Source: an optimization exercise on an open RTL-to-GDS flow (aim: small area). Production flows keep margins and buffers that such runs may drop.
Where RTL was checked, it was by simulation tests only, not by an equivalence proof against the original.

==> module debounce, before the edit <==
module debounce
    (
        input logic clk,
        input logic rst,
        input logic button,
        output logic pulse
    );
    localparam logic [9:0] START = 10'd751;   
    logic [9:0] s;
    logic p;
    logic det;
    logic [9:0] nxt;
    assign det = ~s[9] & s[8] & s[7] & s[5] & s[4] & s[3] & s[1] & s[0];
    assign nxt = {s[8], s[7], s[6] | det, s[5:0], ~(s[9] ^ s[6])};
    always_ff @(posedge clk) begin
        if (rst || !button)
            s <= START;
        else
            s <= nxt;
        p <= det & ~rst;
    end
    assign pulse = p;
endmodule
==> module lock_fsm, before the edit <==
module lock_fsm
(
    input logic clk,
    input logic rst,
    input logic [3:0] nwse,
    output logic [3:0] led,
    output logic [2:0] rgb
);
    localparam logic [3:0] LOCK   = 4'd0;
    localparam logic [3:0] S1     = 4'd1;
    localparam logic [3:0] S2     = 4'd2;
    localparam logic [3:0] S3     = 4'd3;
    localparam logic [3:0] UNLOCK = 4'd4;
    localparam logic [3:0] W1     = 4'd5;
    localparam logic [3:0] W2     = 4'd6;
    localparam logic [3:0] W3     = 4'd7;
    localparam logic [3:0] ALARM  = 4'd8;
    localparam logic [3:0] A1     = 4'd9;
    localparam logic [3:0] R1     = 4'd10;
    localparam logic [3:0] R2     = 4'd11;
    localparam logic [3:0] R3     = 4'd12;
    localparam logic [3:0] RESET  = 4'd13;
    logic [3:0] st, nst;
    logic any, is_e, is_s, is_w, is_n;
    assign any  = |nwse;
    assign is_e = nwse == 4'h1;
    assign is_s = nwse == 4'h2;
    assign is_w = nwse == 4'h4;
    assign is_n = nwse == 4'h8;
    always_comb begin
        nst = st;
        case (st)
            LOCK:   if (nwse[1]) nst = S1;
                    else if (is_w || is_n) nst = W1;
                    else if (nwse[0]) nst = R1;
            R1:     if (nwse[0]) nst = RESET;
                    else if (any) nst = W2;
            R2:     if (nwse[0]) nst = RESET;
                    else if (any) nst = W3;
            R3:     if (nwse[0]) nst = RESET;
                    else if (any) nst = ALARM;
                    else nst = R2;
            RESET:  nst = LOCK;
            S1:     if (nwse[2]) nst = S2;
                    else if (is_s || is_n) nst = W2;
                    else if (nwse[0]) nst = R2;
            S2:     if (nwse[0]) nst = S3;
                    else if (any) nst = W3;
            S3:     if (nwse[2]) nst = UNLOCK;
                    else if (is_s || is_e || is_n) nst = ALARM;
                    else if (nwse[0]) nst = RESET;
            UNLOCK: if (any) nst = LOCK;
            W1:     if (nwse[0]) nst = R2;
                    else if (any) nst = W2;
            W2:     if (nwse[0]) nst = R3;
                    else if (any) nst = W3;
            W3:     if (any) nst = ALARM;
            ALARM:  if (is_w) nst = A1;
            A1:     if (is_e) nst = RESET;
                    else if (is_s || is_w || is_n) nst = ALARM;
            default: nst = LOCK;
        endcase
    end
    always_ff @(posedge clk, posedge rst) begin
        if (rst)
            st <= LOCK;
        else
            st <= nst;
    end
    logic [12:0] y1;
    logic [13:0] y2;
    logic f;
    logic en1, en2;
    logic [13:0] c1;
    logic [14:0] c2;
    assign en1 = (st == UNLOCK) || (st == ALARM);
    assign en2 = (st == A1);
    assign c1[0] = en1;
    assign c2[0] = en2;
    genvar i;
    generate
        for (i = 0; i < 13; i++) begin : g_c1
            assign c1[i+1] = c1[i] & y1[i];
        end
        for (i = 0; i < 14; i++) begin : g_c2
            assign c2[i+1] = c2[i] & y2[i];
        end
    endgenerate
    always_ff @(posedge clk) begin
        if (!(en1 || en2)) begin
            y1 <= '1;
            y2 <= '1;
            f <= 1'b0;
        end
        else begin
            y1 <= y1 ^ c1[12:0];
            y2 <= y2 ^ c2[13:0];
            f <= f ^ (c1[13] | c2[14]);
        end
    end
    always_comb begin
        rgb = 3'h0;
        led = 4'h0;
        case (st)
            LOCK:            rgb = 3'h1;
            S1, W1, R1:      led = 4'h1;
            S2, W2, R2:      led = 4'h3;
            S3, W3, R3:      led = 4'h7;
            UNLOCK:          led = {4{f}};
            ALARM, A1:       rgb = {f, 2'b00};
            default: ;
        endcase
    end
endmodule
Settings: LEC_CHECK=0, CAP_MARGIN=20, CORE_MARGIN=2, CORE_UTILIZATION=40, SLEW_MARGIN=20; clock period 8.0 ns.
run.sh (not shown) runs the stock make flow with config.mk's settings and CLKGATE_MAP_FILE= SYNTH_SCRIPT=/design/flow/synth_recipe.tcl, a recipe that flattens the netlist after the stock synthesis.
Rerun with:
--- a/flow/design.v
+++ b/flow/design.v
@@ -7,16 +7,16 @@
         output logic pulse
     );
-    localparam logic [9:0] START = 10'd751;   
-    logic [9:0] s;
-    logic p;
-    logic det;
-    logic [9:0] nxt;
-    assign det = ~s[9] & s[8] & s[7] & s[5] & s[4] & s[3] & s[1] & s[0];
-    assign nxt = {s[8], s[7], s[6] | det, s[5:0], ~(s[9] ^ s[6])};
+    localparam logic [9:0] START = 10'd751;           
+    localparam logic [9:0] POL   = 10'b10_1010_1010;
+    logic [9:0] q, l, nl;
+    logic p, det;
+    assign l = q ^ POL;
+    assign det = ~l[9] & l[8] & l[7] & l[5] & l[4] & l[3] & l[1] & l[0];
+    assign nl = {l[8], l[7], l[6] | det, l[5:0], ~(l[9] ^ l[6])};
     always_ff @(posedge clk) begin
         if (rst || !button)
-            s <= START;
+            q <= START ^ POL;
         else
-            s <= nxt;
+            q <= nl ^ POL;
         p <= det & ~rst;
     end
@@ -94,9 +94,9 @@
                     else if (nwse[0]) nst = R1;
             R1:     if (nwse[0]) nst = RESET;
-                    else if (any) nst = W2;
+                    else if (is_s || is_w || is_n) nst = W2;
             R2:     if (nwse[0]) nst = RESET;
-                    else if (any) nst = W3;
+                    else if (is_s || is_w || is_n) nst = W3;
             R3:     if (nwse[0]) nst = RESET;
-                    else if (any) nst = ALARM;
+                    else if (is_s || is_w || is_n) nst = ALARM;
                     else nst = R2;
             RESET:  nst = LOCK;
@@ -105,5 +105,5 @@
                     else if (nwse[0]) nst = R2;
             S2:     if (nwse[0]) nst = S3;
-                    else if (any) nst = W3;
+                    else if (is_s || is_w || is_n) nst = W3;
             S3:     if (nwse[2]) nst = UNLOCK;
                     else if (is_s || is_e || is_n) nst = ALARM;
@@ -127,7 +127,11 @@
             st <= nst;
     end
-    logic [12:0] y1;
-    logic [13:0] y2;
+    logic [12:0] y1, z1;
+    localparam logic [12:0] P1 = 13'b1010101010101;
+    logic [13:0] y2, z2;
+    localparam logic [13:0] P2 = 14'b01010101010101;
     logic f;
+    assign y1 = z1 ^ P1;
+    assign y2 = z2 ^ P2;
     logic en1, en2;
     logic [13:0] c1;
@@ -148,11 +152,11 @@
     always_ff @(posedge clk) begin
         if (!(en1 || en2)) begin
-            y1 <= '1;
-            y2 <= '1;
+            z1 <= ~P1;
+            z2 <= ~P2;
             f <= 1'b0;
         end
         else begin
-            y1 <= y1 ^ c1[12:0];
-            y2 <= y2 ^ c2[13:0];
+            z1 <= y1 ^ c1[12:0] ^ P1;
+            z2 <= y2 ^ c2[13:0] ^ P2;
             f <= f ^ (c1[13] | c2[14]);
         end
After rerunning: The changed run ran to the end with no violations; worst setup slack is better by 0.20 ns; wire length goes up by a little under a tenth; core utilization goes down by 1.7 points; clock skew goes up by 0.0031 ns; via count goes up by roughly a tenth; global-route usage goes up by 0.65 points.
For the first run of this note, only the layout was checked, not whether the RTL still works.

## afterwards: timing with drivers on the ports
In the flow no input, the clock included, has a driving cell. The finished layouts below were timed again as built, in two steps.
Step 1 assumes that a clkbuf_16 drives the clock port and a buf_2 every other input.
Step 2 times the ports against the registers' clock, not the clock port: input delays grow and output delays shrink by t, the midpoint of the rising clock arrivals with the driver on.
Slacks: ideal / step 1 / step 2; pairs: ideal / step 1.
run	t, ns	setup slack, ns	hold slack, ns	worst setup path at the end
the first run	0.366	3.452 / 3.452 / 3.452	0.413 / 0.413 / 0.413	register to register
the second run	0.373	3.651 / 3.651 / 3.651	0.381 / 0.381 / 0.381	register to register
After both steps every run listed still meets setup and hold.
